From an optimization exercise on the open Yosys and OpenROAD flow, aimed at small area; shortcuts taken in it are not production practice.
RTL that was checked went through simulation tests only; none was proved equivalent to the original.
Only the layout flow was run in run 9; the RTL was not checked for function there.
No activity file was given, so power comes from the tool's default toggle rates.

### design/flow/run.sh
#!/bin/bash
# synth_recipe.tcl (not shown) runs the flow's synth.tcl, then flattens the netlist and writes it again
# the make line also repeats each setting of config.mk as NAME=value (left out here)
make -C /OpenROAD-flow-scripts/flow DESIGN_CONFIG=/design/flow/config.mk WORK_HOME=/design/flow/orfs CLKGATE_MAP_FILE= SYNTH_SCRIPT=/design/flow/synth_recipe.tcl finish
### design/flow/config.mk
export PLATFORM = sky130hd
export DESIGN_NAME = fifo
export DESIGN_NICKNAME = fifo
export VERILOG_FILES = /design/flow/design.v
export SDC_FILE = /design/flow/constraint.sdc
export NUM_CORES = 4
export LEC_CHECK = 0
export CAP_MARGIN = 20
export CORE_MARGIN = 2
export CORE_UTILIZATION = 40
export SLEW_MARGIN = 20
### design/flow/constraint.sdc
create_clock -name core_clock -period 5.0 [get_ports {clk}]
set_input_delay 1.0000 -clock core_clock [delete_from_list [all_inputs] [get_ports {clk}]]
set_output_delay 1.0000 -clock core_clock [all_outputs]
set_load 0.01 [all_outputs]
### design/flow/design.v
module fifo#(parameter DEPTH = 16,
             parameter WIDTH = 16)(
  	input logic clk,
  	input logic rst,
  	input logic push_i,
    input logic [WIDTH-1:0] push_data_i,
  	input logic pop_i,
    output logic [WIDTH-1:0] pop_data_i,
    output logic fifo_full,
    output logic fifo_empty);
  localparam addr_bits = $clog2(DEPTH);
  localparam PUSH_ONLY = 2'b10;
  localparam POP_ONLY = 2'b01;
  localparam PUSH_AND_POP = 2'b11;
  logic [DEPTH-1:0][WIDTH-1:0] mem_queue;
  logic [addr_bits:0] rd_ptr, wr_ptr, nxt_rd_ptr, nxt_wr_ptr;
  logic [addr_bits:0] max_index_ptr, min_index_ptr;
  assign max_index_ptr = {1'b1,{addr_bits{1'b0}}};
  assign min_index_ptr = {addr_bits+1{1'b0}};
  assign fifo_full = (rd_ptr[addr_bits] != wr_ptr[addr_bits] ) && (rd_ptr[addr_bits-1:0] == wr_ptr[addr_bits-1:0] );
  assign fifo_empty = (rd_ptr == wr_ptr);
  assign nxt_rd_ptr = rd_ptr + {{addr_bits{1'b0}},1'b1};
  assign nxt_wr_ptr = wr_ptr + {{addr_bits{1'b0}},1'b1};
  always@(posedge clk) begin
    if (rst) begin
      rd_ptr <= {addr_bits+1{1'b0}};
      wr_ptr <= {addr_bits+1{1'b0}};
    end
    else begin
      case({push_i,pop_i})
        PUSH_ONLY: begin
          mem_queue[wr_ptr[addr_bits-1:0]] <= push_data_i;          
		  wr_ptr <= nxt_wr_ptr;
        end
        POP_ONLY: begin 
          pop_data_i <= mem_queue[rd_ptr[addr_bits-1:0]];
          rd_ptr <= nxt_rd_ptr;
        end
        PUSH_AND_POP: begin
          mem_queue[wr_ptr[addr_bits-1:0]] <= push_data_i;
          pop_data_i <= mem_queue[rd_ptr[addr_bits-1:0]];
          wr_ptr <= nxt_wr_ptr;
          rd_ptr <= nxt_rd_ptr;
        end
      endcase
    end
  end
endmodule
==> impl_metrics.tcl, run 1 <==
set metrics [dict create \
    cap_violations 0 \
    ys_seq_area_frac 0.595 \
    met3_length_um 1360 \
    irDropWorstVdd_v 0.000264 \
    ys.flop_type "edfxtp_1" \
    grt_pass1_vias 7269 \
    drtPass1Iterations 4 \
    end_kind "flip-flop" \
    finalHoldViolations 0 \
    crit_family "simple AND/OR/NAND/NOR gates" \
    wl_per_cell_um 24.2 \
    required_ns 5.29 \
    r2r_end "mem_queue[98]" \
    post-cts-setup-buffers 0 \
    clock_path_buffers 3 \
    ctsResizeCount 0 \
    drtIter0Drc 616 \
    crit_fanout 16 \
    worst_slew_pin_slew_ns 1.12 \
    status "no timing/DRC/antenna violations" \
    cp_data_arrival_time_ns 3.65 \
    clk_pin_slew_ns 0.06 \
    cts-htree-levels 1 \
    syn2layout_area_growth_pct 11.4 \
    total_power_uw 5370 \
    hold_buffers 0 \
    die_w_um 191 \
    grt_usage 0.173 \
    start_util 0.407 \
    synth_edf_count 272 \
    cp_slowest_cell "and2_1" \
    clock-sinks 282 \
    gr-total-overflow 0 \
    holdCritPathClass "reg -> reg" \
    wl_met1_um 14800 \
    synth.largest_area_cell "edfxtp_1" \
    dr_total_vias 7283 \
    power.leakage_uw 0.00510 \
    synth.distinct_cells 40 \
    placedCellCount 1231 \
    yosys-top-cells-area "edfxtp_1 58%, mux2_2 20%, mux4_2 10%" \
    wl_met2_um 14400 \
    slew_viol_final 0 \
    path_class "reg -> reg" \
    die_area_um2 36700 \
    r2r_cells 6 \
    cp-startpoint "wr_ptr[0]" \
    nNetsFinal 832 \
    io_buffers 37 \
    clockRootBuffer "clkbuf_16" \
    worstSkewPairLatency_ns 0.56 \
    start_kind "flip-flop" \
    routed_via_density 5.67 \
    fin_crit_ns 3.36 \
    fmax_ghz 0.298 \
    ff2ff_setup_slack_ns 1.64 \
    wl_um 31100 \
    die_h_um 191 \
    cpPeakStageDelay_ns 0.92 \
    worst-path-stages 6 \
    syn-cell-area_um2 14100 \
    grt_max_degree 107 \
    async_flop_share 0 \
    whs_ns 0.542 \
    rows 68 \
    yosys_warnings 1 \
    synthCells 798 \
    grt_pass1_wl_um 46900 \
    syn_nets 822 \
    finalInstanceArea_um2 15700 \
    antenna_found_initial 0 \
    cp_cell_sequence "inv_6 > ha_1 > inv_1 > a2111oi_4 > and2_1 > mux2_2" \
    final_antenna_net_count 0 \
    cellPowerDensity_nw_per_um2 343 \
    grt_setup_unrepaired "no" \
    core_area_um2 34500 \
    cts_tree "built" \
    place_congestion 0.715 \
    remaining_drc_errors 0 \
    setup_viol 0 \
    hpwlAfterDp_um 17400 \
    boundaryPins 38 \
    post_dp_cell_area_um2 14800 \
    skew_ns 0.0186 \
    period_share 0.672 \
    syn_area_per_cell_um2 17.6 \
    cts_buffers 30 \
    drive_gt1_frac 0.472 \
    ys_ff_latch 282 \
    final_cells 1285 \
    crit_buf_inv 2 \
    endpoint "mem_queue[98]" \
    antenna_cells 0 \
    r2r_start "wr_ptr[0]" \
    slew_headroom 0.253 \
    highest_layer "met4" \
    yosysTopAreaCellShare 0.581 \
]
==> worst min path at each step <==
| stage | start | endpoint | slack, ns | cells after the start |
|---|---|---|---|---|
| after floorplan | wr_ptr[4] | wr_ptr[4] | 0.50 | 2 |
| after global routing | wr_ptr[4] | wr_ptr[4] | 0.58 | 2 |
| after global placement | wr_ptr[4] | wr_ptr[4] | 0.52 | 2 |
| final | wr_ptr[4] | wr_ptr[4] | 0.54 | 2 |
| after CTS | wr_ptr[4] | wr_ptr[4] | 0.55 | 2 |
| after detailed placement | wr_ptr[4] | wr_ptr[4] | 0.53 | 2 |
==> worst reg2reg max path, stage by stage (launching register included) <==
cell	delay, ns
dfxtp_1	0.68
inv_6	0.08
ha_1	0.44
inv_1	0.17
a2111oi_4	0.40
and2_1	0.92
mux2_2	0.42
==> kinds of logic (layout without fill, tap and decap cells) <==
group,after synthesis,in the layout,share of synthesized area
and+or+nand+nor,67,67,0.0299
buffers and inverters,73,105,0.0282
adders and majority gates,4,4,0.00356
xor gates and xnor gates,14,14,0.00926
DFF,282,282,0.595
muxes,322,322,0.312
AOI/OAI and AO/OA,36,36,0.0219
==> synth_stat cells, types with 7 or more instances <==
| master | n |
|---|---|
| a22oi_1 | 32 |
| xnor2_1 | 7 |
| dfxtp_1 | 10 |
| buf_6 | 10 |
| mux4_2 | 64 |
| edfxtp_1 | 272 |
| mux2_4 | 10 |
| nand2_1 | 18 |
| nor2_1 | 12 |
| mux2_2 | 246 |
| buf_2 | 15 |
| clkbuf_1 | 34 |
==> layout by cell type (no fill, tap or decap), types with 3 or more instances in the layout <==
cell type,count
a22oi_1,32
and2_1,3
and3_1,3
buf_4,7
clkbuf_1,15
clkbuf_16,31
clkdlybuf4s50_1,37
clkinv_1,4
dfxtp_1,8
edfxtp_1,272
ha_1,4
inv_1,3
mux2_2,246
mux2_4,10
mux4_2,64
nand2_1,18
nand2_2,6
nand2_4,3
nand4_1,5
nor2_1,11
xnor2_1,7
xor2_1,6
==> flip-flops by register name, summed over array words and instances, names as in the netlist <==
| register | flops |
|---|---|
| wr_ptr | 5 |
| pop_data_i | 16 |
| rd_ptr | 5 |
| mem_queue | 256 |
==> layout make-up <==
type,instances,area [µm²]
Clock buffer,47,846
Clock inverter,7,55.1
Fill cell,3038,18900
Inverter,4,20.0
Multi-Input combinational cell,443,5310
Sequential cell,282,8380
Tap cell,455,569
Timing Repair Buffer,47,478
==> where the power goes <==
group	switching (µW)	total (µW)	internal, µW	leakage, µW
sequential	66.3	2770	2710	0.00264
combinational	244	502	258	0.00203
clock	890	2090	1200	0.000435
total	1200	5370	4170	0.00510
==> per-stage QoR <==
step	util	TNS (ns)	setup slack [ns]
after global routing	0.453	0	1.47
final	0.453	0	1.64
after CTS	0.453	0	1.62
after global placement	0.427	0	1.71
after floorplan	-	-98.87	-0.386
after detailed placement	0.427	0	1.65
==> layer usage <==
metal | vias to the layer above | GRT usage
met4 | 0 | 0.0290
met1 | 3891 | 0.259
li1 | 3216 | -
met5 | - | 0
met2 | 143 | 0.271
met3 | 33 | 0.0266
==> run 2, diff against run 1 <==
==> design/flow/design.v (replaced) <==
module fifo#(parameter DEPTH = 16,
             parameter WIDTH = 16)(
    input logic clk,
    input logic rst,
    input logic push_i,
    input logic [WIDTH-1:0] push_data_i,
    input logic pop_i,
    output logic [WIDTH-1:0] pop_data_i,
    output logic fifo_full,
    output logic fifo_empty);
  localparam AW = $clog2(DEPTH);
  logic [DEPTH-1:0][WIDTH-1:0] mem_queue;
  logic [AW:0] rd_ptr, wr_ptr;
  logic low_eq;
  assign low_eq     = (rd_ptr[AW-1:0] == wr_ptr[AW-1:0]);
  assign fifo_full  = low_eq & (rd_ptr[AW] ^ wr_ptr[AW]);
  assign fifo_empty = low_eq & ~(rd_ptr[AW] ^ wr_ptr[AW]);
  logic push, pop;
  assign push = push_i & ~rst;
  assign pop  = pop_i & ~rst;
  always_ff @(posedge clk) begin
    if (rst) begin
      rd_ptr <= '0;
      wr_ptr <= '0;
    end else begin
      if (push_i) wr_ptr <= wr_ptr + 1'b1;
      if (pop_i)  rd_ptr <= rd_ptr + 1'b1;
    end
  end
  logic [DEPTH-1:0] wsel, we, keep;
  always_comb begin
    for (int w = 0; w < DEPTH; w++) begin
      wsel[w] = (wr_ptr[AW-1:0] == w[AW-1:0]);
      we[w]   = wsel[w] & push;
      keep[w] = ~wsel[w] | (fifo_full & ~push);
    end
  end
  always_ff @(posedge clk) begin
    for (int w = 0; w < DEPTH; w++)
      mem_queue[w] <= (mem_queue[w] & {WIDTH{keep[w]}}) |
                      (push_data_i & {WIDTH{we[w]}});
  end
  logic [DEPTH-1:0] rsel;
  logic [WIDTH-1:0] rdata;
  always_comb begin
    rdata = pop_data_i & {WIDTH{~pop}};
    for (int w = 0; w < DEPTH; w++) begin
      rsel[w] = (rd_ptr[AW-1:0] == w[AW-1:0]) & pop;
      rdata   = rdata | (mem_queue[w] & {WIDTH{rsel[w]}});
    end
  end
  always_ff @(posedge clk)
    pop_data_i <= rdata;
endmodule
--- a/design/flow/config.mk
+++ b/design/flow/config.mk
@@ -5,6 +5,7 @@
 export SDC_FILE = /design/flow/constraint.sdc
 export NUM_CORES = 4
 export LEC_CHECK = 0
+export ABC_AREA = 1
 export CAP_MARGIN = 20
 export CORE_MARGIN = 2
 export CORE_UTILIZATION = 40
==> impl_metrics.tcl, run 2 <==
set metrics [dict create \
    wl_met2_um 15500 \
    clockRootBuffer "clkbuf_16" \
    drive_gt1_frac 0.0564 \
    fmax_ghz 0.305 \
    final_cells 2181 \
    synth_top_family_by_area "simple AND/OR/NAND/NOR gates" \
    gr-total-overflow 0 \
    start_kind "input pin" \
    skew_ns 0.0117 \
    cts_tree "built" \
    die_h_um 177 \
    power.leakage_uw 0.00667 \
    syn-cell-area_um2 12000 \
    irDropWorstVdd_v 0.000212 \
    cts_buffers 30 \
    post_dp_cell_area_um2 12500 \
    finalHoldViolations 0 \
    yosys_warnings 1 \
    r2r_cells 5 \
    largest_register_ff_count 256 \
    grt_setup_unrepaired "no" \
    grt_pass1_vias 9446 \
    drtPass1Iterations 5 \
    wl_um 36300 \
    worst_slew_pin_slew_ns 1.11 \
    syn_nets 1810 \
    fillers 3072 \
    synthMuxAreaShare 0 \
    hold_buffers 0 \
    layout_common_cells "1,018 x nand2_1, 282 x dfxtp_1, 148 x nand3_1" \
    synth.largest_area_cell "dfxtp_1" \
    total_power_uw 5190 \
    slew_viol_final 0 \
    antenna_found_initial 1 \
    drtIter0Drc 1095 \
    async_flop_share 0 \
    die_w_um 177 \
    setup_viol 0 \
    holdPathEnd "mem_queue[124]" \
    post-cts-setup-buffers 0 \
    clock-sinks 282 \
    cellPowerDensity_nw_per_um2 384 \
    nNetsFinal 1796 \
    met3_length_um 2400 \
    cap_violations 0 \
    crit_fanout 16 \
    cts-htree-levels 1 \
    rows 63 \
    period_share 0.656 \
    finalInstanceArea_um2 13500 \
    ys.flop_type "dfxtp_1" \
    yosys-top-cells-area "dfxtp_1 47%, nand2_1 32%, nand3_1 6.2%" \
    synthCells 1782 \
    ctsResizeCount 0 \
    io_buffers 37 \
    hpwlAfterDp_um 23600 \
    holdCritStartpoint "mem_queue[124]" \
    grt_usage 0.233 \
    clk_pin_slew_ns 0.06 \
    slew_headroom 0.257 \
    path_class "in -> reg" \
    synth_edf_count 0 \
    required_ns 5.49 \
    r2r_start "rd_ptr[3]" \
    yosysTopAreaCellShare 0.470 \
    r2r_end "pop_data_i[14]" \
    syn2layout_area_growth_pct 12.6 \
    synth.most_common_cell "nand2_1" \
    remaining_drc_errors 0 \
    fin_tns_setup_ns 0 \
    end_kind "flip-flop" \
    cp_data_arrival_time_ns 3.77 \
    start_util 0.405 \
    synth_xor_area_frac 0.00219 \
    wl_met1_um 17800 \
    ys_seq_area_frac 0.470 \
    syn_area_per_cell_um2 6.74 \
    antenna_cells 0 \
    clock_path_buffers 3 \
    whs_path_depth 2 \
    highest_layer "met4" \
    ys_ff_latch 282 \
    synth-compound-area-share 0.00584 \
    placedCellCount 2125 \
    synthAdderAreaFrac 0.00834 \
    final_antenna_net_count 0 \
    synth_simple_gate_area_frac 0.459 \
    grt_pass1_wl_um 56200 \
    wl_per_cell_um 16.7 \
    place_congestion 0.873 \
    die_area_um2 31400 \
    worstSkewPairLatency_ns 0.55 \
    holdCritPathClass "reg -> reg" \
    ff2ff_setup_slack_ns 2.53 \
    boundaryPins 38 \
    synthTopCellsByCount "1,018 x nand2_1, 282 x dfxtp_1, 148 x nand3_1, 118 x nor2_1, 40 x inv_1" \
    grt_max_degree 46 \
    dr_total_vias 10686 \
    routed_via_density 4.90 \
    whs_ns 0.443 \
    synth.distinct_cells 28 \
    core_area_um2 29600 \
    fin_crit_ns 3.28 \
    final_common_cell "nand2_1" \
    status "no timing/DRC/antenna violations" \
]
## run 2: final cells by class
cell class	instances	area (µm²)	share of cell area
multi-input cells	1361	5730	0.424
flip-flops and latches	282	5650	0.417
clock buffers	44	905	0.0669
well taps	390	488	0.0361
repair buffers	51	479	0.0354
inverters	42	158	0.0117
clock inverters	11	119	0.00879
## run 2: power by group
group	leakage, µW	total, µW	internal [µW]	switching [µW]
combinational	0.00385	382	138	244
sequential	0.00231	2520	2430	98.4
clock	0.000506	2290	1360	933
total	0.00667	5190	3920	1280
## run 2: layer usage
layer	vias to the layer above	GRT usage
met5	-	0
met4	0	0.0519
met3	42	0.0387
met2	324	0.352
met1	4867	0.346
li1	5453	-
## run 2: how the worst max path moves through the flow
stage                    from              to  slack (ns)
global route              rst   mem_queue[89]        1.49
global placement          rst   mem_queue[82]        1.25
floorplan                 rst  mem_queue[229]        2.80
detailed placement        rst   mem_queue[94]        1.18
finish                    rst   mem_queue[94]        1.72
CTS                 rd_ptr[1]       fifo_full        1.75
## run 2: critical path: stages
cell	delay, ns
clkdlybuf4s50_1	0.79
inv_2	0.18
nand2_4	0.37
nand4_2	0.50
nand2_1	0.70
nand2_1	0.12
nand2_1	0.08
## run 2: per-stage QoR
stage	util	worst slack, ns
detailed placement	0.421	1.18
CTS	0.456	1.75
global route	0.456	1.49
finish	0.456	1.72
floorplan	-	2.80
global placement	0.421	1.25
## run 2: cell families (layout without fill, tap and decap cells)
| family | Yosys count | count (layout) |
|---|---|---|
| simple gates | 1337 | 1337 |
| compound gates | 13 | 13 |
| flops | 282 | 282 |
| fa+ha+maj | 8 | 8 |
| buf+inv | 139 | 148 |
| xor+xnor | 3 | 3 |
==> run 3, diff against run 2 <==
--- a/design/flow/config.mk
+++ b/design/flow/config.mk
@@ -5,8 +5,8 @@
 export SDC_FILE = /design/flow/constraint.sdc
 export NUM_CORES = 4
 export LEC_CHECK = 0
-export ABC_AREA = 1
 export CAP_MARGIN = 20
 export CORE_MARGIN = 2
 export CORE_UTILIZATION = 40
+export CTS_BUF_LIST = sky130_fd_sc_hd__clkbuf_4
 export SLEW_MARGIN = 20
==> impl_metrics.tcl, run 3 <==
set metrics [dict create \
    fillers 2522 \
    clock_path_buffers 3 \
    finalHoldViolations 0 \
    syn_nets 958 \
    grt_pass1_vias 8684 \
    ctsResizeCount 0 \
    grt_setup_unrepaired "no" \
    cts_tree "built" \
    async_flop_share 0 \
    slew_headroom 0.281 \
    dr_total_vias 8855 \
    grt_pass1_wl_um 56500 \
    io_buffers 37 \
    syn-cell-area_um2 10800 \
    synth.most_common_cell "dfxtp_1" \
    hold_buffers 0 \
    synthCells 930 \
    synth_edf_count 0 \
    cellPowerDensity_nw_per_um2 413 \
    largest_register_ff_count 256 \
    final_common_cell "dfxtp_1" \
    holdCritPathClass "reg -> reg" \
    finalInstanceArea_um2 12300 \
    power.leakage_uw 0.00412 \
    start_util 0.404 \
    required_ns 4.00 \
    setup_viol 0 \
    drtPass1Iterations 8 \
    cap_violations 0 \
    die_h_um 168 \
    clockRootBuffer "clkbuf_4" \
    yosysTopAreaCellShare 0.523 \
    syn2layout_area_growth_pct 13.5 \
    nNetsFinal 1002 \
    antenna_found_initial 1 \
    clock-sinks 282 \
    synth.largest_area_cell "dfxtp_1" \
    path_class "reg -> out" \
    yosys_warnings 1 \
    boundaryPins 38 \
    grt_max_degree 24 \
    cp_data_arrival_time_ns 2.70 \
    fmax_ghz 0.270 \
    post_dp_cell_area_um2 11300 \
    cts_buffers 72 \
    end_kind "output port" \
    die_area_um2 28300 \
    drtIter0Drc 1105 \
    core_area_um2 26700 \
    synthTopCellsByCount "282 x dfxtp_1, 245 x o2bb2ai_1, 58 x a22oi_1, 46 x clkbuf_1, 35 x nand2_1" \
    grt_usage 0.266 \
    syn_area_per_cell_um2 11.6 \
    irDropWorstVdd_v 0.000173 \
    worst_slew_pin_slew_ns 1.08 \
    remaining_drc_errors 0 \
    start_kind "flip-flop" \
    wl_per_cell_um 27.8 \
    worstSkewPairLatency_ns 0.70 \
    place_congestion 0.823 \
    skew_ns 0.0302 \
    die_w_um 168 \
    yosys-top-cells-area "dfxtp_1 52%, o2bb2ai_1 20%, a22oi_1 4.0%" \
    routed_via_density 6.48 \
    layout_common_cells "282 x dfxtp_1, 245 x o2bb2ai_1, 112 x clkbuf_4" \
    post-cts-setup-buffers 0 \
    cp_cell_sequence "xnor2_1 > nand4_1 > nand2b_4 > inv_1 > clkdlybuf4s50_1" \
    period_share 0.740 \
    cts-htree-levels 3 \
    rows 60 \
    slew_viol_final 0 \
    ys.flop_type "dfxtp_1" \
    cp_slowest_cell "dfxtp_1" \
    crit_fanout 17 \
    cpPeakStageDelay_ns 0.63 \
    total_power_uw 5050 \
    fin_tns_setup_ns 0 \
    ys_seq_area_frac 0.523 \
    drive_gt1_frac 0.180 \
    whs_path_depth 1 \
    synth.distinct_cells 45 \
    wl_um 37900 \
    clk_pin_slew_ns 0.07 \
    final_antenna_net_count 0 \
    status "no timing/DRC/antenna violations" \
    hpwlAfterDp_um 22100 \
    ys_ff_latch 282 \
    fin_crit_ns 3.70 \
    r2r_cells 6 \
    gr-total-overflow 0 \
]
[run 3: changes by cell type after synthesis, moves of 11 or more]
cell,delta
o2bb2ai_1,+245
o2bb2ai_2,+14
and2_1,+11
nor2_1,-104
a22o_1,+20
nand3_1,-143
a222oi_1,+25
a221oi_1,+12
nand2_4,-11
inv_1,-33
nand2_1,-983
a22oi_1,+58
[run 3: layer usage]
metal | wire length, µm | GRT usage
met5 | 0 | 0
met4 | 935 | 0.0903
met3 | 3420 | 0.0663
met2 | 16700 | 0.404
met1 | 16900 | 0.371
[run 3: path summary, 6_finish.rpt]
check	start	endpoint	slack, ns
worst max-delay path	rd_ptr[2]	fifo_full	1.30
worst min register to register	mem_queue[169]	mem_queue[169]	0.46
worst max register to register	rd_ptr[1]	pop_data_i[7]	2.07
worst min-delay path	mem_queue[169]	mem_queue[169]	0.46
[run 3: kinds of logic (layout without fill, tap and decap cells)]
family | Yosys count | count (layout) | share of synthesized area
AOI/OAI and AO/OA | 399 | 399 | 0.336
xor gates and xnor gates | 13 | 13 | 0.0105
adders and majority gates | 8 | 8 | 0.00927
buffers and inverters | 98 | 192 | 0.0471
DFF | 282 | 282 | 0.523
muxes | 12 | 12 | 0.0116
other | 0 | 1 | 0
and+or+nand+nor | 118 | 118 | 0.0629
[run 3: area by class of cell]
type	instances	area, µm²	share of cell area
Multi-Input combinational cell	550	4670	0.381
Tap cell	341	427	0.0348
Clock buffer	112	841	0.0686
Antenna cell	1	2.50	0.000204
Clock inverter	12	90.1	0.00735
Timing Repair Buffer	61	551	0.0449
Sequential cell	282	5650	0.461
Inverter	7	26.3	0.00214
[run 3: power breakdown]
part | switching, µW | leakage, µW | total [µW] | internal [µW]
Sequential | 131 | 0.00231 | 2570 | 2440
Combinational | 231 | 0.00126 | 464 | 232
Clock | 949 | 0.000542 | 2020 | 1070
Total | 1310 | 0.00412 | 5050 | 3740
[run 3: through the flow]
stage	hold slack, ns	worst slack (ns)	util	std cells
2_1_floorplan	0.424	2.57	-	930
3_3_place_gp	0.440	1.29	0.423	1241
3_5_place_dp	0.444	1.25	0.423	1241
4_1_cts	0.462	1.31	0.458	1365
5_1_grt	0.474	1.17	0.458	1366
6_report	0.464	1.30	0.458	1366
[run 3: critical path, delay by kind of cell, from the launching register on]
| family | cells | cell delay (ns) |
|---|---|---|
| buffers and inverters | 2 | 0.64 |
| DFF | 1 | 0.63 |
| and+or+nand+nor | 2 | 0.53 |
| xor gates and xnor gates | 1 | 0.18 |
==> run 4, diff against run 3 <==
--- a/design/flow/config.mk
+++ b/design/flow/config.mk
@@ -7,6 +7,8 @@
 export LEC_CHECK = 0
 export CAP_MARGIN = 20
 export CORE_MARGIN = 2
-export CORE_UTILIZATION = 40
-export CTS_BUF_LIST = sky130_fd_sc_hd__clkbuf_4
+export CORE_UTILIZATION = 65
+export CTS_BUF_LIST = sky130_fd_sc_hd__clkbuf_16
+export CTS_CLUSTER_DIAMETER = 60
+export CTS_CLUSTER_SIZE = 30
 export SLEW_MARGIN = 20
==> impl_metrics.tcl, run 4 <==
set metrics [dict create \
    status "no timing/DRC/antenna violations" \
    start_kind "flip-flop" \
    synthCells 930 \
    die_h_um 133 \
    place_congestion 0.912 \
    routed_via_density 7.87 \
    syn_area_per_cell_um2 11.6 \
    cellPowerDensity_nw_per_um2 385 \
    grt_usage 0.429 \
    hpwlAfterDp_um 21300 \
    cts_buffers 17 \
    wl_per_cell_um 33.6 \
    grt_setup_unrepaired "no" \
    switching_share 0.261 \
    synthTopCellsByCount "282 x dfxtp_1, 245 x o2bb2ai_1, 58 x a22oi_1, 46 x clkbuf_1, 35 x nand2_1" \
    period_share 0.733 \
    synth_edf_count 0 \
    yosys-top-cells-area "dfxtp_1 52%, o2bb2ai_1 20%, a22oi_1 4.0%" \
    skew_ns 0.0174 \
    power.leakage_uw 0.00380 \
    cp_data_arrival_time_ns 2.66 \
    antenna_found_initial 0 \
    slew_viol_final 0 \
    synth.largest_area_cell "dfxtp_1" \
    clockRootBuffer "clkbuf_16" \
    final_common_cell "dfxtp_1" \
    ys_seq_area_frac 0.523 \
    fillers 1167 \
    required_ns 4.00 \
    syn2layout_area_growth_pct 7.88 \
    worstSkewPairLatency_ns 0.51 \
    path_class "reg -> out" \
    holdCritPathClass "reg -> reg" \
    synth.distinct_cells 45 \
    finalInstanceArea_um2 11600 \
    drtIter0Drc 1296 \
    fin_tns_setup_ns 0 \
    rows 47 \
    nNetsFinal 942 \
    io_buffers 37 \
    post_dp_cell_area_um2 11100 \
    slew_headroom 0.145 \
    die_area_um2 17700 \
    clock_path_buffers 3 \
    grt_pass1_wl_um 56200 \
    cts_tree "built" \
    setup_viol 0 \
    dr_total_vias 8994 \
    grt_pass1_vias 8877 \
    crit_fanout 17 \
    final_antenna_net_count 0 \
    power_frac_seq 0.571 \
    ys.flop_type "dfxtp_1" \
    drtPass1Iterations 8 \
    boundaryPins 38 \
    p_int_uw 3310 \
    async_flop_share 0 \
    die_w_um 133 \
    worst_slew_pin_slew_ns 1.28 \
    irDropWorstVdd_v 0.000389 \
    start_util 0.658 \
    syn_nets 958 \
    syn-cell-area_um2 10800 \
    wl_um 38400 \
    core_area_um2 16400 \
    drive_gt1_frac 0.0921 \
    ys_ff_latch 282 \
    remaining_drc_errors 0 \
    cts-htree-levels 1 \
    post-cts-setup-buffers 0 \
    fin_crit_ns 3.66 \
    ctsResizeCount 0 \
    clk_pin_slew_ns 0.08 \
    antenna_cells 0 \
    p_clk_frac 0.326 \
    hold_buffers 0 \
    end_kind "output port" \
    layout_common_cells "282 x dfxtp_1, 245 x o2bb2ai_1, 58 x a22oi_1" \
    cap_violations 0 \
    grt_max_degree 27 \
    finalHoldViolations 0 \
    fmax_ghz 0.273 \
    yosysTopAreaCellShare 0.523 \
    largest_register_ff_count 256 \
    synth.most_common_cell "dfxtp_1" \
    clock-sinks 282 \
    p_sw_uw 1170 \
    gr-total-overflow 0 \
    combPwrFrac 0.103 \
    yosys_warnings 1 \
]
-- run 4: layout make-up --
class	count	area (µm²)	area share
repair buffers	56	513	0.0440
clock buffers	17	425	0.0365
flip-flops and latches	282	5650	0.485
clock inverters	11	97.6	0.00838
well taps	220	275	0.0236
inverters	7	26.3	0.00226
multi-input cells	550	4660	0.400
-- run 4: final timing paths --
path / from / end / slack (ns) / depth (start not counted)
worst max-delay path: rd_ptr[2] / fifo_full / 1.34 / 5
worst min-delay path: mem_queue[59] / mem_queue[59] / 0.47 / 1
worst max register to register: wr_ptr[2] / mem_queue[94] / 2.09 / 4
worst min register to register: mem_queue[59] / mem_queue[59] / 0.47 / 1
-- run 4: worst max-delay path, cell delays in order (launching register included) --
cell and delay, ns:
dfxtp_1 0.69, xnor2_1 0.18, nand4_1 0.14, nand2b_4 0.38, inv_1 0.20, clkdlybuf4s50_1 0.55
-- run 4: logic make-up after synthesis --
group / synth area share
and+or+nand+nor: 0.0629
xor gates and xnor gates: 0.0105
adders and majority gates: 0.00927
muxes: 0.0116
AOI/OAI and AO/OA: 0.336
buffers and inverters: 0.0471
DFF: 0.523
-- run 4: power by group through the flow --
stage,registers (µW),logic [µW],clock network (µW)
global placement,2600,431,0
CTS,2550,448,1450
floorplan,2580,281,0
global route,2580,481,1530
finish,2560,460,1460
detailed placement,2600,446,0
-- run 4: through the flow --
stage | utilization | setup slack (ns) | total power (µW) | cells | hold slack (ns)
2_1_floorplan | - | 2.57 | 2860 | 930 | 0.424
3_3_place_gp | 0.677 | 1.13 | 3030 | 1115 | 0.437
3_5_place_dp | 0.678 | 1.02 | 3050 | 1115 | 0.443
4_1_cts | 0.710 | 1.37 | 4460 | 1143 | 0.468
5_1_grt | 0.710 | 1.27 | 4580 | 1143 | 0.482
6_report | 0.710 | 1.34 | 4490 | 1143 | 0.468
-- run 4: layer usage --
| layer | vias to the layer above | part of all wire | track usage | wire [µm] |
|---|---|---|---|---|
| li1 | 3665 | - | - | - |
| met1 | 4333 | 0.37 | 0.553 | 14100 |
| met2 | 770 | 0.42 | 0.632 | 16100 |
| met3 | 226 | 0.14 | 0.139 | 5480 |
| met4 | 0 | 0.071 | 0.249 | 2710 |
| met5 | - | 0 | 0 | 0 |
==> run 5, diff against run 4 <==
--- a/design/flow/config.mk
+++ b/design/flow/config.mk
@@ -8,7 +8,7 @@
 export CAP_MARGIN = 20
 export CORE_MARGIN = 2
 export CORE_UTILIZATION = 65
-export CTS_BUF_LIST = sky130_fd_sc_hd__clkbuf_16
-export CTS_CLUSTER_DIAMETER = 60
-export CTS_CLUSTER_SIZE = 30
+export CTS_BUF_LIST = sky130_fd_sc_hd__clkbuf_8
+export CTS_CLUSTER_DIAMETER = 50
+export CTS_CLUSTER_SIZE = 16
 export SLEW_MARGIN = 20
==> impl_metrics.tcl, run 5 <==
set metrics [dict create \
    die_area_um2 17700 \
    worstSkewPairLatency_ns 0.61 \
    yosysTopAreaCellShare 0.523 \
    whs_ns 0.467 \
    cp_data_arrival_time_ns 2.75 \
    largest_register_ff_count 256 \
    r2r_cells 6 \
    rows 47 \
    fmax_ghz 0.267 \
    clockRootBuffer "clkbuf_8" \
    irDropWorstVdd_v 0.000298 \
    ys_seq_area_frac 0.523 \
    p_int_uw 3560 \
    final_antenna_net_count 0 \
    hold_buffers 0 \
    syn_nets 958 \
    remaining_drc_errors 0 \
    synth.most_common_cell "dfxtp_1" \
    cp_slowest_cell "dfxtp_1" \
    yosys_warnings 1 \
    syn-cell-area_um2 10800 \
    path_class "reg -> out" \
    p_clk_frac 0.367 \
    ys_ff_latch 282 \
    drtPass1Iterations 8 \
    die_h_um 133 \
    cap_violations 0 \
    combPwrFrac 0.096 \
    ys.flop_type "dfxtp_1" \
    slew_headroom 0.150 \
    grt_pass1_wl_um 56500 \
    syn_area_per_cell_um2 11.6 \
    synth_edf_count 0 \
    synthCells 930 \
    holdCritPathClass "reg -> reg" \
    clk_pin_slew_ns 0.08 \
    core_area_um2 16400 \
    clock_path_buffers 3 \
    drive_gt1_frac 0.113 \
    cp_cell_sequence "xnor2_1 > nand4_1 > nand2b_4 > inv_1 > clkdlybuf4s50_1" \
    finalHoldViolations 0 \
    start_kind "flip-flop" \
    required_ns 4.00 \
    die_w_um 133 \
    total_power_uw 4780 \
    power.leakage_uw 0.00389 \
    endpoint "fifo_full" \
    cts-htree-levels 1 \
    gr-total-overflow 0 \
    end_kind "output port" \
    cellPowerDensity_nw_per_um2 404 \
    wl_per_cell_um 33.2 \
    cp-startpoint "rd_ptr[2]" \
    slew_viol_final 0 \
    hpwlAfterDp_um 21300 \
    crit_fanout 17 \
    antenna_found_initial 1 \
    fillers 1157 \
    grt_max_degree 25 \
    cts_buffers 29 \
    switching_share 0.254 \
    synthTopCellsByCount "282 x dfxtp_1, 245 x o2bb2ai_1, 58 x a22oi_1, 46 x clkbuf_1, 35 x nand2_1" \
    grt_pass1_vias 9001 \
    clock-sinks 282 \
    grt_setup_unrepaired "no" \
    boundaryPins 38 \
    synth.largest_area_cell "dfxtp_1" \
    cpPeakStageDelay_ns 0.69 \
    period_share 0.749 \
    final_common_cell "dfxtp_1" \
    fin_crit_ns 3.75 \
    wl_um 38600 \
    power_frac_seq 0.536 \
    grt_usage 0.431 \
    ctsResizeCount 0 \
    layout_common_cells "282 x dfxtp_1, 245 x o2bb2ai_1, 58 x a22oi_1" \
    synth.distinct_cells 45 \
    p_sw_uw 1210 \
    drtIter0Drc 1391 \
    syn2layout_area_growth_pct 9.49 \
    setup_viol 0 \
    dr_total_vias 9123 \
    nNetsFinal 954 \
    ff2ff_setup_slack_ns 2.15 \
    post-cts-setup-buffers 0 \
    async_flop_share 0 \
    antenna_cells 0 \
    start_util 0.658 \
    io_buffers 37 \
    r2r_start "rd_ptr[1]" \
    worst_slew_pin_slew_ns 1.27 \
    place_congestion 0.912 \
    fin_tns_setup_ns 0 \
    cts_tree "built" \
    routed_via_density 7.84 \
    yosys-top-cells-area "dfxtp_1 52%, o2bb2ai_1 20%, a22oi_1 4.0%" \
    skew_ns 0.0257 \
    status "no timing/DRC/antenna violations" \
    r2r_end "pop_data_i[15]" \
]
## run 5: cell counts after synthesis
No cell type changed its count.
## run 5: cell type report
cell class	count	area, µm²	area share
Timing Repair Buffer	56	513	0.0434
Multi-Input combinational cell	550	4660	0.395
Clock buffer	31	427	0.0361
Clock inverter	17	270	0.0229
Tap cell	220	275	0.0233
Inverter	7	26.3	0.00222
Sequential cell	282	5650	0.478
## run 5: logic make-up after synthesis
group                    synth area share
XOR/XNOR                           0.0105
adder cells (fa/ha/maj)           0.00927
AND/OR/NAND/NOR                    0.0629
AO/OA/AOI/OAI                       0.336
buffers and inverters              0.0471
flip-flops                          0.523
multiplexers                       0.0116
## run 5: power by group through the flow
stage / registers (µW) / clock network (µW) / logic (µW)
finish: 2560 / 1760 / 461
global route: 2580 / 1830 / 481
CTS: 2550 / 1740 / 449
detailed placement: 2600 / 0 / 446
global placement: 2600 / 0 / 431
floorplan: 2580 / 0 / 281
## run 5: worst min-delay path by stage
stage | start | cells after the start | to
after floorplan | mem_queue[70] | 1 | mem_queue[70]
after global placement | mem_queue[70] | 1 | mem_queue[70]
after detailed placement | mem_queue[228] | 1 | mem_queue[228]
after CTS | mem_queue[228] | 1 | mem_queue[228]
after global routing | mem_queue[105] | 1 | mem_queue[105]
final | mem_queue[35] | 1 | mem_queue[35]
## run 5: metrics by stage
stage	cells	utilization	area, µm²	setup slack (ns)
2_1_floorplan	930	-	10800	2.57
3_3_place_gp	1115	0.677	11100	1.13
3_5_place_dp	1115	0.678	11100	1.02
4_1_cts	1163	0.720	11800	1.28
5_1_grt	1163	0.720	11800	1.19
6_report	1163	0.720	11800	1.25
## run 5: routing by layer
layer / track usage / up-vias / part of all wire
met1: 0.557 / 4367 / 0.37
met5: 0 / - / 0
met4: 0.259 / 0 / 0.071
met2: 0.630 / 844 / 0.42
met3: 0.139 / 223 / 0.14
li1: - / 3689 / -
## run 5: critical path, delay by kind of cell, from the launching register on
kind / cells / cell delay [ns]
buffers and inverters: 2 / 0.75
flip-flops: 1 / 0.69
XOR/XNOR: 1 / 0.18
AND/OR/NAND/NOR: 2 / 0.53
==> run 6, diff against run 5 <==
==> design/flow/flow/run.sh (new file) <==
#!/bin/bash
set -e
export BUFFER_PORTS_ARGS="-buffer_cell sky130_fd_sc_hd__buf_1"
export RECOVER_POWER=100
export CTS_ARGS="-sink_clustering_enable -repair_clock_nets -dont_use_dummy_load -buf_list sky130_fd_sc_hd__clkbuf_8 -sink_clustering_size 16 -sink_clustering_max_diameter 50"
bash standard.sh > standard.log 2>&1
==> design/flow/standard.sh (new file) <==
#!/bin/bash
# synth_recipe.tcl (not shown) runs the flow's synth.tcl, then flattens the netlist and writes it again
# the make line also repeats each setting of config.mk as NAME=value (left out here)
make -C /OpenROAD-flow-scripts/flow DESIGN_CONFIG=/design/flow/config.mk WORK_HOME=/design/flow/orfs CLKGATE_MAP_FILE= SYNTH_SCRIPT=/design/flow/synth_recipe.tcl "${@:-finish}"
--- a/design/flow/config.mk
+++ b/design/flow/config.mk
@@ -8,7 +8,4 @@
 export CAP_MARGIN = 20
 export CORE_MARGIN = 2
 export CORE_UTILIZATION = 65
-export CTS_BUF_LIST = sky130_fd_sc_hd__clkbuf_8
-export CTS_CLUSTER_DIAMETER = 50
-export CTS_CLUSTER_SIZE = 16
 export SLEW_MARGIN = 20
removed: design/flow/run.sh
==> impl_metrics.tcl, run 6 <==
set metrics [dict create \
    whs_ns 0.466 \
    cts-htree-levels 1 \
    holdPathEnd "mem_queue[216]" \
    drive_gt1_frac 0.0635 \
    largest_register_ff_count 256 \
    multi_input_area_um2 4540 \
    grt_pass1_vias 8576 \
    wl_per_cell_um 33.1 \
    grt_setup_unrepaired "no" \
    r2r_start "rd_ptr[3]" \
    switching_share 0.258 \
    synth_edf_count 0 \
    p_clk_frac 0.274 \
    layout_common_cells "282 x dfxtp_1, 251 x o2bb2ai_1, 58 x a22oi_1" \
    finalInstanceArea_um2 11000 \
    fin_crit_ns 4.20 \
    core_area_um2 16400 \
    wl_um 37500 \
    io_buffers 37 \
    post-cts-setup-buffers 0 \
    clock-sinks 282 \
    ys_seq_area_frac 0.523 \
    start_kind "input pin" \
    async_flop_share 0 \
    power.leakage_uw 0.00355 \
    drtIter0Drc 1335 \
    syn_area_per_cell_um2 11.6 \
    whs_path_depth 1 \
    nNetsFinal 943 \
    grt_pass1_wl_um 55400 \
    synthTopCellsByCount "282 x dfxtp_1, 245 x o2bb2ai_1, 58 x a22oi_1, 46 x clkbuf_1, 35 x nand2_1" \
    die_h_um 133 \
    irDropWorstVdd_v 0.000274 \
    hold_buffers 0 \
    yosys_warnings 1 \
    cp_cell_sequence "clkbuf_1 > nor2b_1 > clkbuf_2 > o21bai_1 > o2bb2ai_1" \
    holdCritPathClass "reg -> reg" \
    slew_headroom -0.468 \
    fillers 1289 \
    cts_buffers 23 \
    syn_nets 958 \
    synth.distinct_cells 45 \
    crit_family "compound AO/OA/AOI/OAI gates" \
    seq_area_um2 5650 \
    ctsResizeCount 0 \
    cp_data_arrival_time_ns 4.66 \
    die_w_um 133 \
    end_kind "flip-flop" \
    hpwlAfterDp_um 21300 \
    routed_via_density 7.80 \
    grt_max_degree 24 \
    synthCells 930 \
    dr_total_vias 8838 \
    r2r_cells 5 \
    antenna_found_initial 0 \
    clk_pin_slew_ns 0.10 \
    fin_tns_setup_ns 0 \
    cpPeakStageDelay_ns 1.86 \
    boundaryPins 38 \
    cellPowerDensity_nw_per_um2 370 \
    remaining_drc_errors 0 \
    setup_viol 0 \
    finalHoldViolations 0 \
    yosys-top-cells-area "dfxtp_1 52%, o2bb2ai_1 20%, a22oi_1 4.0%" \
    yosysTopAreaCellShare 0.523 \
    clock_path_buffers 3 \
    grt_usage 0.418 \
    cts_tree "built" \
    drtPass1Iterations 5 \
    holdCritStartpoint "mem_queue[216]" \
    start_util 0.658 \
    antenna_cells 0 \
    synth.most_common_cell "dfxtp_1" \
    final_antenna_net_count 0 \
    worstSkewPairLatency_ns 0.57 \
    syn2layout_area_growth_pct 2.24 \
    ff2ff_setup_slack_ns 0.84 \
    final_common_cell "dfxtp_1" \
    cap_violations 8 \
    fmax_ghz 0.238 \
    crit_buf_inv 2 \
    status "failed layout checks" \
    r2r_end "mem_queue[0]" \
    path_class "in -> reg" \
    die_area_um2 17700 \
    p_int_uw 3030 \
    period_share 0.840 \
    synth.largest_area_cell "dfxtp_1" \
    power_frac_seq 0.627 \
    required_ns 5.46 \
    post_dp_cell_area_um2 10800 \
    p_sw_uw 1060 \
    worst_slew_pin_slew_ns 2.20 \
    syn-cell-area_um2 10800 \
    cp_slowest_cell "o21bai_1" \
    worst_slack_ns 0.800 \
    clockRootBuffer "clkbuf_8" \
    gr-total-overflow 0 \
    place_congestion 0.890 \
    combPwrFrac 0.099 \
    violations "capacitance limit, slew limit" \
    ys.flop_type "dfxtp_1" \
    preCtsSetupSlack_ns 1.50 \
    ys_ff_latch 282 \
    skew_ns 0.0471 \
    crit_fanout 23 \
    rows 47 \
    slew_viol_final 135 \
]
## run 6: cell types whose count changed in the layout (fill, tap and decap cells not counted), moves of 4 or more
cell	change
o2bb2ai_2	-6
buf_4	-9
clkinv_4	-5
o2bb2ai_1	+6
o21bai_1	+8
clkbuf_8	-8
bufinv_16	-6
clkinvlp_4	-5
clkbuf_1	+4
buf_1	+36
o21bai_4	-5
clkdlybuf4s50_1	-37
## run 6: worst max-delay path by stage
stage / from / endpoint / slack [ns] / depth (start not counted)
2_1_floorplan: pop_i / pop_data_i[10] / 2.57 / 8
3_3_place_gp: rst / pop_data_i[10] / 1.60 / 7
3_5_place_dp: rst / pop_data_i[7] / 1.50 / 6
4_1_cts: rd_ptr[3] / fifo_full / 1.59 / 5
5_1_grt: rst / mem_queue[11] / 0.81 / 5
6_report: rst / mem_queue[0] / 0.80 / 5
## run 6: power by group through the flow
stage                     clock network [µW]  registers, µW  logic (µW)
after floorplan                            0           2580         281
after global placement                     0           2600         386
after detailed placement                   0           2600         400
after CTS                               1110           2550         401
after global routing                    1190           2580         427
final                                   1120           2560         404
## run 6: area by class of cell
cell class              count  area share
well taps                 220      0.0249
flip-flops and latches    282       0.512
multi-input cells         550       0.412
clock buffers              23      0.0287
repair buffers             51      0.0209
inverters                   7     0.00238
## run 6: per-stage QoR
step	power [µW]	util	cells
4_1_cts	4070	0.680	1133
6_report	4090	0.673	1133
5_1_grt	4200	0.673	1133
2_1_floorplan	2860	-	930
3_3_place_gp	2980	0.661	1110
3_5_place_dp	3000	0.661	1110
## run 6: cells by family after synthesis
kind of cell             count (synthesis)  share of synthesized area
multiplexers                            12                     0.0116
AND/OR/NAND/NOR                        118                     0.0629
adder cells (fa/ha/maj)                  8                    0.00927
buffers and inverters                   98                     0.0471
XOR/XNOR                                13                     0.0105
flip-flops                             282                      0.523
AO/OA/AOI/OAI                          399                      0.336
## run 6: layer usage
layer  track usage  share of wire  vias to the layer above
met5             0              0                        -
met4         0.200          0.059                        0
met3         0.108           0.13                      151
met2         0.625           0.43                      720
met1         0.567           0.38                     4319
li1              -              -                     3648
==> run 7, diff against run 6 <==
==> design/flow/flow/run.sh (replaced) <==
#!/bin/bash
set -e
export BUFFER_PORTS_ARGS="-buffer_cell sky130_fd_sc_hd__buf_1"
export CTS_ARGS="-sink_clustering_enable -repair_clock_nets -dont_use_dummy_load -buf_list sky130_fd_sc_hd__clkbuf_8 -sink_clustering_size 16 -sink_clustering_max_diameter 50"
bash standard.sh > standard.log 2>&1
==> impl_metrics.tcl, run 7 <==
set metrics [dict create \
    status "no timing/DRC/antenna violations" \
    cellPowerDensity_nw_per_um2 367 \
    synth.most_common_cell "dfxtp_1" \
    synth.largest_area_cell "dfxtp_1" \
    clockRootBuffer "clkbuf_8" \
    period_share 0.678 \
    syn_nets 958 \
    crit_buf_inv 2 \
    synthTopCellsByCount "282 x dfxtp_1, 245 x o2bb2ai_1, 58 x a22oi_1, 46 x clkbuf_1, 35 x nand2_1" \
    wl_per_cell_um 33.0 \
    start_kind "flip-flop" \
    ys_seq_area_frac 0.523 \
    largest_register_ff_count 256 \
    cp_cell_sequence "xnor2_1 > nand4_1 > nand2b_4 > inv_1 > buf_1" \
    skew_ns 0.0476 \
    crit_fanout 17 \
    path_class "reg -> out" \
    die_area_um2 17700 \
    holdCritPathClass "reg -> reg" \
    combPwrFrac 0.100 \
    worstSkewPairLatency_ns 0.57 \
    ys_ff_latch 282 \
    routed_via_density 7.86 \
    yosysTopAreaCellShare 0.523 \
    grt_setup_unrepaired "no" \
    drive_gt1_frac 0.0843 \
    cap_violations 0 \
    io_buffers 37 \
    multi_input_area_um2 4660 \
    post-cts-setup-buffers 0 \
    ff2ff_setup_slack_ns 1.97 \
    fin_crit_ns 3.39 \
    power_frac_seq 0.625 \
    synth.distinct_cells 45 \
    finalHoldViolations 0 \
    dr_total_vias 8902 \
    fillers 1267 \
    placedCellCount 1110 \
    p_clk_frac 0.274 \
    clk_pin_slew_ns 0.07 \
    nNetsFinal 943 \
    fin_tns_setup_ns 0 \
    final_cells 1133 \
    place_congestion 0.890 \
    async_flop_share 0 \
    slew_viol_final 0 \
    p_int_uw 3040 \
    synthCells 930 \
    remaining_drc_errors 0 \
    ys.flop_type "dfxtp_1" \
    hold_buffers 0 \
    synth_edf_count 0 \
    cts-htree-levels 1 \
    antenna_found_initial 0 \
    fmax_ghz 0.295 \
    drtPass1Iterations 8 \
    switching_share 0.259 \
    die_h_um 133 \
    gr-total-overflow 0 \
    rows 47 \
    layout_common_cells "282 x dfxtp_1, 245 x o2bb2ai_1, 58 x a22oi_1" \
    p_sw_uw 1060 \
    final_antenna_net_count 0 \
    irDropWorstVdd_v 0.000278 \
    start_util 0.658 \
    cts_tree "built" \
    cp_data_arrival_time_ns 2.39 \
    cpPeakStageDelay_ns 0.81 \
    wl_um 37400 \
    seq_area_um2 5650 \
    core_area_um2 16400 \
    boundaryPins 38 \
    end_kind "output port" \
    syn-cell-area_um2 10800 \
    setup_viol 0 \
    clock-sinks 282 \
    worst_slew_pin_slew_ns 1.28 \
    crit_family "flip-flops" \
    yosys-top-cells-area "dfxtp_1 52%, o2bb2ai_1 20%, a22oi_1 4.0%" \
    cts_buffers 23 \
    ctsResizeCount 0 \
    grt_usage 0.418 \
    drtIter0Drc 1324 \
    grt_pass1_vias 8576 \
    cp_slowest_cell "dfxtp_1" \
    grt_pass1_wl_um 55400 \
    slew_headroom 0.145 \
    syn_area_per_cell_um2 11.6 \
    power.leakage_uw 0.00360 \
    final_common_cell "dfxtp_1" \
    clock_path_buffers 3 \
    antenna_cells 0 \
    required_ns 4.00 \
    syn2layout_area_growth_pct 3.41 \
    yosys_warnings 1 \
    die_w_um 133 \
    grt_max_degree 24 \
    hpwlAfterDp_um 21300 \
]
-- run 7: cell counts after synthesis --
Identical to the previous run, type by type.
-- run 7: power by group through the flow --
stage          Combinational [µW]  Sequential, µW  Clock, µW
6_report                      411            2560       1120
2_1_floorplan                 281            2580          0
3_5_place_dp                  400            2600          0
5_1_grt                       433            2580       1190
3_3_place_gp                  386            2600          0
4_1_cts                       401            2550       1110
-- run 7: layout make-up --
| class | instances | area share |
|---|---|---|
| inverter | 7 | 0.00235 |
| multi-input combinational | 550 | 0.417 |
| tap | 220 | 0.0247 |
| clock buffer | 23 | 0.0284 |
| timing repair buffer | 51 | 0.0219 |
| sequential | 282 | 0.506 |
-- run 7: cells by family (layout without fill, tap and decap cells) --
| group | count (synthesis) | in the layout | share of synthesized area |
|---|---|---|---|
| and+or+nand+nor | 118 | 118 | 0.0629 |
| AOI/OAI and AO/OA | 399 | 399 | 0.336 |
| adders and majority gates | 8 | 8 | 0.00927 |
| DFF | 282 | 282 | 0.523 |
| buffers and inverters | 98 | 81 | 0.0471 |
| xor gates and xnor gates | 13 | 13 | 0.0105 |
| muxes | 12 | 12 | 0.0116 |
-- run 7: worst register-to-register path: stages, from the launching register on --
cell and delay, ns:
dfxtp_1 0.81, buf_4 0.37, nor4bb_2 0.09, buf_4 0.23
and2_1 0.44, a22o_1 0.34, a2111oi_0 0.49, nand4_1 0.16
-- run 7: final timing paths --
path	start	end	cells past startpoint
worst min-delay path	mem_queue[70]	mem_queue[70]	1
worst min register to register	mem_queue[70]	mem_queue[70]	1
worst max register to register	rd_ptr[3]	pop_data_i[7]	7
worst max-delay path	rd_ptr[3]	fifo_full	5
-- run 7: metal layers --
metal / GRT usage / routed length, µm / vias to the layer above
met3: 0.108 / 4850 / 176
met1: 0.567 / 14000 / 4343
met2: 0.625 / 16200 / 740
met4: 0.200 / 2310 / 0
met5: 0 / 0 / -
li1: - / - / 3643
-- run 7: metrics by stage --
step | total power [µW] | setup WS (ns) | utilization | hold slack (ns) | cell area, µm²
after floorplan | 2860 | 2.57 | - | 0.424 | 10800
after CTS | 4070 | 1.59 | 0.680 | 0.467 | 11200
final | 4100 | 1.61 | 0.680 | 0.468 | 11200
after detailed placement | 3000 | 1.50 | 0.661 | 0.446 | 10800
after global placement | 2980 | 1.60 | 0.661 | 0.438 | 10800
after global routing | 4200 | 1.57 | 0.680 | 0.478 | 11200
==> run 8, diff against run 7 <==
==> design/flow/flow/run.sh (replaced) <==
#!/bin/bash
set -e
here=$(pwd)
export BUFFER_PORTS_ARGS="-buffer_cell sky130_fd_sc_hd__buf_1"
export PRE_RESIZE_TCL="$here/flow/downsize.tcl"
export CTS_ARGS="-sink_clustering_enable -repair_clock_nets -dont_use_dummy_load -buf_list sky130_fd_sc_hd__clkbuf_8 -sink_clustering_size 16 -sink_clustering_max_diameter 50"
bash standard.sh > standard.log 2>&1
==> design/flow/flow/downsize.tcl (new file) <==
# Before placement repair: set every combinational cell to its smallest
# drive strength. repair_design (run right after this by ORFS) and the
# later timing repair size up only what slew, capacitance or timing need.
set db [ord::get_db]
set n 0
foreach inst [[ord::get_db_block] getInsts] {
  set m [$inst getMaster]
  set name [$m getName]
  if {[$m getType] ne "CORE"} { continue }
  if {![regexp {^(sky130_fd_sc_hd__[a-z0-9]+)_([0-9]+)$} $name -> base size]} { continue }
  if {$size <= 1} { continue }
  if {[regexp {^sky130_fd_sc_hd__(df|edf|sdf|dl|clk)} $name]} { continue }
  set small [$db findMaster ${base}_1]
  if {$small eq "NULL" || $small eq ""} { continue }
  if {[$small getWidth] >= [$m getWidth]} { continue }
  $inst swapMaster $small
  incr n
}
puts "downsize.tcl: $n cells set to drive strength 1"
==> impl_metrics.tcl, run 8 <==
set metrics [dict create \
    status "no timing/DRC/antenna violations" \
    slew_headroom 0.203 \
    final_common_cell "dfxtp_1" \
    slew_viol_final 0 \
    remaining_drc_errors 0 \
    syn_nets 958 \
    ys_seq_area_frac 0.523 \
    worstSkewPairLatency_ns 0.58 \
    die_h_um 133 \
    use_met3 0.109 \
    grt_usage 0.415 \
    seq_area_um2 5650 \
    multi_input_area_um2 4510 \
    grt_pass1_vias 8562 \
    finalHoldViolations 0 \
    cts_tree "built" \
    cp_data_arrival_time_ns 4.20 \
    gr-total-overflow 0 \
    period_share 0.755 \
    postLayoutCoreUtil 0.681 \
    skew_ns 0.0446 \
    fmax_ghz 0.265 \
    die_w_um 133 \
    worst_slew_pin_slew_ns 1.20 \
    syn2layout_area_growth_pct 3.48 \
    dr_total_vias 8863 \
    layout_common_cells "282 x dfxtp_1, 259 x o2bb2ai_1, 58 x a22oi_1" \
    grt_max_degree 24 \
    use_met2 0.618 \
    drive_gt1_frac 0.0755 \
    synthTopCellsByCount "282 x dfxtp_1, 245 x o2bb2ai_1, 58 x a22oi_1, 46 x clkbuf_1, 35 x nand2_1" \
    irDropWorstVdd_v 0.000279 \
    async_flop_share 0 \
    rows 47 \
    clock-sinks 282 \
    fin_tns_setup_ns 0 \
    final_cells 1147 \
    ys_ff_latch 282 \
    drtIter0Drc 1311 \
    fin_crit_ns 3.77 \
    nNetsFinal 957 \
    largest_register_ff_count 256 \
    fillers 1275 \
    placedCellCount 1123 \
    hold_buffers 0 \
    antenna_cells 0 \
    synth_edf_count 0 \
    cellPowerDensity_nw_per_um2 368 \
    place_congestion 0.890 \
    antenna_found_initial 0 \
    whs_ns 0.460 \
    clockRootBuffer "clkbuf_8" \
    wl_per_cell_um 32.4 \
    start_kind "flip-flop" \
    yosys_warnings 1 \
    yosys-top-cells-area "dfxtp_1 52%, o2bb2ai_1 20%, a22oi_1 4.0%" \
    grt.busiest_layer "met2" \
    ys.flop_type "dfxtp_1" \
    syn_area_per_cell_um2 11.6 \
    clk_pin_slew_ns 0.09 \
    crit_fanout 15 \
    hpwlAfterDp_um 22300 \
    syn-cell-area_um2 10800 \
    yosysTopAreaCellShare 0.523 \
    synth.distinct_cells 45 \
    power.leakage_uw 0.00364 \
    path_class "reg -> reg" \
    post-cts-setup-buffers 0 \
    core_area_um2 16400 \
    grt_pass1_wl_um 55100 \
    use_met1 0.554 \
    setup_viol 0 \
    end_kind "flip-flop" \
    wl_um 37200 \
    clock_path_buffers 3 \
    cts-htree-levels 1 \
    cts_buffers 24 \
    final_antenna_net_count 0 \
    synth.largest_area_cell "dfxtp_1" \
    routed_via_density 7.73 \
    ctsResizeCount 0 \
    required_ns 5.43 \
    holdCritPathClass "reg -> reg" \
    drtPass1Iterations 6 \
    io_buffers 37 \
    start_util 0.658 \
    synthCells 930 \
    cap_violations 0 \
    die_area_um2 17700 \
    boundaryPins 38 \
    grt_setup_unrepaired "no" \
    synth.most_common_cell "dfxtp_1" \
]
## run 8: cell counts after synthesis
Identical to the previous run, type by type.
## run 8: where the power goes
group | internal, µW | switching [µW]
clock | 429 | 713
combinational | 186 | 227
sequential | 2440 | 122
## run 8: cell type report
class | instances | share of cell area
flip-flops and latches | 282 | 0.505
well taps | 220 | 0.0246
clock buffers | 24 | 0.0296
repair buffers | 64 | 0.0345
multi-input cells | 550 | 0.404
inverters | 7 | 0.00235
## run 8: metal layers
layer	share of wire	vias up
li1	-	3673
met1	0.38	4318
met2	0.43	694
met3	0.13	178
met4	0.063	0
met5	0	-
## run 8: worst paths after layout
kind                   from              to  slack (ns)  cells after the start
min          mem_queue[228]  mem_queue[228]        0.46                      1
max reg2reg       rd_ptr[3]   pop_data_i[7]        1.23                      7
min reg2reg  mem_queue[228]  mem_queue[228]        0.46                      1
max               rd_ptr[3]   pop_data_i[7]        1.23                      7
## run 8: logic make-up (layout without fill, tap and decap cells)
family	Yosys count	after routing	share of synthesized area
fa+ha+maj	8	8	0.00927
simple gates	118	118	0.0629
buf+inv	98	95	0.0471
flops	282	282	0.523
compound gates	399	399	0.336
mux	12	12	0.0116
xor+xnor	13	13	0.0105
## run 8: per-stage QoR
stage | total power, µW | area (µm²) | setup WS [ns]
3_5_place_dp | 3000 | 10800 | 1.20
5_1_grt | 4230 | 11200 | 1.20
4_1_cts | 4090 | 11200 | 1.41
2_1_floorplan | 2860 | 10800 | 2.57
6_report | 4120 | 11200 | 1.23
3_3_place_gp | 2980 | 10800 | 1.60
## run 8: worst max-delay path: stages (launching register included)
cell,delay (ns)
dfxtp_1,0.86
buf_1,0.68
nor4bb_1,0.16
buf_1,0.39
and2_1,0.54
a22o_1,0.33
a2111oi_0,0.49
nand4_1,0.17
==> run 9, diff against run 8 <==
==> design/flow/design.v (replaced) <==
module fifo#(parameter DEPTH = 16,
             parameter WIDTH = 16)(
    input logic clk,
    input logic rst,
    input logic push_i,
    input logic [WIDTH-1:0] push_data_i,
    input logic pop_i,
    output logic [WIDTH-1:0] pop_data_i,
    output logic fifo_full,
    output logic fifo_empty);
  logic [15:0][WIDTH-1:0] mem_queue;
  logic [4:0] rd_ptr, wr_ptr;
  logic low_eq;
  assign low_eq     = (rd_ptr[3:0] == wr_ptr[3:0]);
  assign fifo_full  = low_eq & (rd_ptr[4] ^ wr_ptr[4]);
  assign fifo_empty = low_eq & ~(rd_ptr[4] ^ wr_ptr[4]);
  logic push, pop, hold_full;
  assign push = push_i & ~rst;
  assign pop  = pop_i & ~rst;
  assign hold_full = fifo_full & ~push;
  always_ff @(posedge clk) begin
    if (rst) begin
      rd_ptr <= '0;
      wr_ptr <= '0;
    end else begin
      if (push_i) wr_ptr <= wr_ptr + 1'b1;
      if (pop_i)  rd_ptr <= rd_ptr + 1'b1;
    end
  end
  logic [3:0] wa, wb, ra, rb, wa_we, wa_clr, ra_rd;
  always_comb begin
    for (int j = 0; j < 4; j++) begin
      wa[j] = (wr_ptr[1:0] == j[1:0]);
      wb[j] = (wr_ptr[3:2] == j[1:0]);
      ra[j] = (rd_ptr[1:0] == j[1:0]);
      rb[j] = (rd_ptr[3:2] == j[1:0]);
      wa_we[j]  = wa[j] & push;
      wa_clr[j] = wa[j] & ~hold_full;
      ra_rd[j]  = ra[j] & pop;
    end
  end
  logic [15:0] we, keep, rsel;
  always_comb begin
    for (int w = 0; w < 16; w++) begin
      we[w]   = wa_we[w % 4] & wb[w / 4];
      keep[w] = ~(wa_clr[w % 4] & wb[w / 4]);
      rsel[w] = ra_rd[w % 4] & rb[w / 4];
    end
  end
  always_ff @(posedge clk) begin
    for (int w = 0; w < 16; w++)
      mem_queue[w] <= (mem_queue[w] & {WIDTH{keep[w]}}) |
                      (push_data_i & {WIDTH{we[w]}});
  end
  logic [WIDTH-1:0] rdata;
  always_comb begin
    rdata = pop_data_i & {WIDTH{~pop}};
    for (int w = 0; w < 16; w++)
      rdata = rdata | (mem_queue[w] & {WIDTH{rsel[w]}});
  end
  always_ff @(posedge clk)
    pop_data_i <= rdata;
endmodule
==> design/flow/flow/run.sh (replaced) <==
#!/bin/bash
set -e
export BUFFER_PORTS_ARGS="-buffer_cell sky130_fd_sc_hd__buf_1"
export RECOVER_POWER=100
export CTS_ARGS="-sink_clustering_enable -repair_clock_nets -dont_use_dummy_load -buf_list sky130_fd_sc_hd__clkbuf_8 -sink_clustering_size 16 -sink_clustering_max_diameter 50"
bash standard.sh > standard.log 2>&1
removed: design/flow/flow/downsize.tcl
==> impl_metrics.tcl, run 9 <==
set metrics [dict create \
    cellPowerDensity_nw_per_um2 372 \
    irDropWorstVdd_v 0.000280 \
    grt_pass1_vias 9082 \
    nNetsFinal 986 \
    fin_crit_ns 3.85 \
    core_area_um2 17200 \
    p_clk_frac 0.292 \
    period_share 0.770 \
    syn-cell-area_um2 11300 \
    finalInstanceArea_um2 11400 \
    seq_area_um2 5650 \
    drive_gt1_frac 0.0994 \
    hold_buffers 0 \
    die_area_um2 18500 \
    gr-total-overflow 0 \
    path_class "in -> reg" \
    drtIter0Drc 1206 \
    fillers 1407 \
    end_kind "flip-flop" \
    grt_max_degree 34 \
    start_util 0.660 \
    holdCritPathClass "reg -> reg" \
    hpwlAfterDp_um 22700 \
    yosys-top-cells-area "dfxtp_1 50%, o2bb2ai_1 14%, o2bb2ai_2 9.3%" \
    worstSkewPairLatency_ns 0.60 \
    layout_common_cells "282 x dfxtp_1, 214 x o2bb2ai_1, 51 x a22oi_1" \
    ys_seq_area_frac 0.498 \
    grt_usage 0.430 \
    fin_tns_setup_ns 0 \
    io_buffers 37 \
    antenna_found_initial 0 \
    cts-htree-levels 1 \
    cap_violations 2 \
    wl_um 39400 \
    remaining_drc_errors 0 \
    cts_buffers 28 \
    worst_slew_pin_slew_ns 1.51 \
    slew_headroom -0.0111 \
    start_kind "input pin" \
    die_w_um 136 \
    ys.flop_type "dfxtp_1" \
    p_int_uw 3120 \
    routed_via_density 7.83 \
    yosysTopAreaCellShare 0.498 \
    fmax_ghz 0.260 \
    violations "capacitance limit, slew limit" \
    rows 48 \
    slew_viol_final 34 \
    yosys_warnings 1 \
    crit_fanout 26 \
    clock_path_buffers 3 \
    final_common_cell "dfxtp_1" \
    switching_share 0.266 \
    grt_pass1_wl_um 58700 \
    required_ns 5.40 \
    synth.most_common_cell "dfxtp_1" \
    syn2layout_area_growth_pct 0.938 \
    wl_per_cell_um 33.4 \
    clockRootBuffer "clkbuf_8" \
    synthCells 971 \
    preCtsSetupSlack_ns 1.29 \
    synth.largest_area_cell "dfxtp_1" \
    finalHoldViolations 0 \
    p_sw_uw 1130 \
    setup_viol 0 \
    worst_slack_ns 1.15 \
    die_h_um 136 \
    synth.distinct_cells 58 \
    async_flop_share 0 \
    syn_nets 999 \
    ys_ff_latch 282 \
    cp_data_arrival_time_ns 4.25 \
    synth_edf_count 0 \
    power.leakage_uw 0.00362 \
    final_antenna_net_count 0 \
    grt_setup_unrepaired "no" \
    post_dp_cell_area_um2 11400 \
    combPwrFrac 0.105 \
    multi_input_area_um2 4830 \
    drtPass1Iterations 6 \
    boundaryPins 38 \
    clk_pin_slew_ns 0.07 \
    syn_area_per_cell_um2 11.7 \
    synthTopCellsByCount "282 x dfxtp_1, 186 x o2bb2ai_1, 70 x o2bb2ai_2, 51 x a22oi_1, 41 x nand2_1" \
    status "failed layout checks" \
    ctsResizeCount 0 \
    skew_ns 0.0770 \
    place_congestion 0.915 \
    power_frac_seq 0.602 \
    cts_tree "built" \
    largest_register_ff_count 256 \
    dr_total_vias 9243 \
    post-cts-setup-buffers 0 \
    antenna_cells 0 \
    clock-sinks 282 \
]
[run 9: cell count changes in the layout (fill, tap and decap cells not counted), moves of 7 or more]
cell | previous run | this run
buf_2 | 9 | 0
o2bb2ai_1 | 259 | 214
buf_4 | 0 | 15
o2bb2ai_2 | 0 | 42
a222oi_1 | 25 | 2
and4_1 | 7 | 0
nand3_1 | 5 | 24
o21bai_2 | 11 | 0
buf_6 | 7 | 0
a221oi_1 | 12 | 27
a22oi_1 | 58 | 51
o22ai_1 | 0 | 13
nor2_1 | 14 | 22
[run 9: power groups by stage]
| stage | registers, µW | clock network, µW | logic [µW] |
|---|---|---|---|
| global placement | 2600 | 0 | 434 |
| CTS | 2560 | 1230 | 450 |
| finish | 2560 | 1240 | 449 |
| floorplan | 2580 | 0 | 312 |
| detailed placement | 2600 | 0 | 448 |
| global route | 2580 | 1330 | 474 |
[run 9: area by class of cell]
type                    instances  area share
repair buffers                 54      0.0247
multi-input cells             587       0.422
inverters                       5     0.00164
clock buffers                  28      0.0337
flip-flops and latches        282       0.493
well taps                     225      0.0246
[run 9: per-stage QoR]
stage | hold WS [ns] | utilization | std cells | power [µW]
after global routing | 0.479 | 0.666 | 1181 | 4380
after CTS | 0.466 | 0.685 | 1181 | 4240
after detailed placement | 0.442 | 0.662 | 1153 | 3050
after global placement | 0.442 | 0.660 | 1152 | 3030
after floorplan | 0.428 | - | 971 | 2890
final | 0.467 | 0.666 | 1181 | 4260
[run 9: worst max-delay path, stage by stage]
cell and delay (ns):
buf_1 0.07, buf_4 0.22, nor2b_1 0.14, clkbuf_1 0.83, or3b_1 0.23, buf_4 0.21
nand3_1 1.09, o2bb2ai_1 0.46
[run 9: worst paths after layout]
check,startpoint,to,slack [ns],cells after the start
min,mem_queue[71],mem_queue[71],0.47,1
max,rst,mem_queue[155],1.15,8
max reg2reg,rd_ptr[2],pop_data_i[2],1.96,6
min reg2reg,mem_queue[71],mem_queue[71],0.47,1
[run 9: cells by family (layout without fill, tap and decap cells)]
logic type               after synthesis  after routing  synth area share
adder cells (fa/ha/maj)                8              8           0.00883
multiplexers                          14             14            0.0124
AND/OR/NAND/NOR                      146            146            0.0806
XOR/XNOR                              13             13            0.0107
AO/OA/AOI/OAI                        406            406             0.340
flip-flops                           282            282             0.498
buffers and inverters                102             87            0.0496
[run 9: per-layer routing]
layer  up-vias  GRT usage  share of wire
li1       3788          -              -
met1      4507      0.585           0.40
met2       772      0.624           0.42
met3       176      0.128           0.13
met4         0      0.213          0.056
met5         -          0              0

## what the ideal ports hide
How much do the figures lean on ideal ports? The routed layouts below were timed once more, with nothing changed but the port constraints.
Step 1, drivers: a clkbuf_16 drives clk and a buf_2 each remaining input, both assumed.
Step 2 times the ports against the registers' clock, not the clock port: input delays grow and output delays shrink by t, the midpoint of the rising clock arrivals with the driver on.
Three values: no drivers, after step 1, after step 2; two values: the first two.
run	t (ns)	setup slack, ns	hold slack, ns	worst setup path after step 2
run 1	0.595	1.640 / 1.602 / 1.640	0.542 / 0.542 / 0.542	register to register
run 2	0.595	1.720 / 1.695 / 1.149	0.443 / 0.443 / 0.443	input to register
run 3	0.734	1.300 / 1.258 / 1.091	0.464 / 0.464 / 0.464	input to register
run 4	0.552	1.336 / 1.288 / 0.883	0.468 / 0.468 / 0.468	input to register
run 5	0.634	1.253 / 1.211 / 0.917	0.467 / 0.467 / 0.467	input to register
run 6	0.588	0.800 / 0.812 / 0.224	0.466 / 0.466 / 0.466	input to register
run 7	0.587	1.610 / 1.568 / 1.401	0.468 / 0.468 / 0.468	input to register
run 8	0.603	1.225 / 1.225 / 1.158	0.460 / 0.460 / 0.460	input to register
run 9	0.607	1.150 / 1.170 / 0.563	0.467 / 0.467 / 0.467	input to register
The setup slack of run 9, which loses most, moves by +0.020 ns with the drivers and by -0.587 ns with both steps.
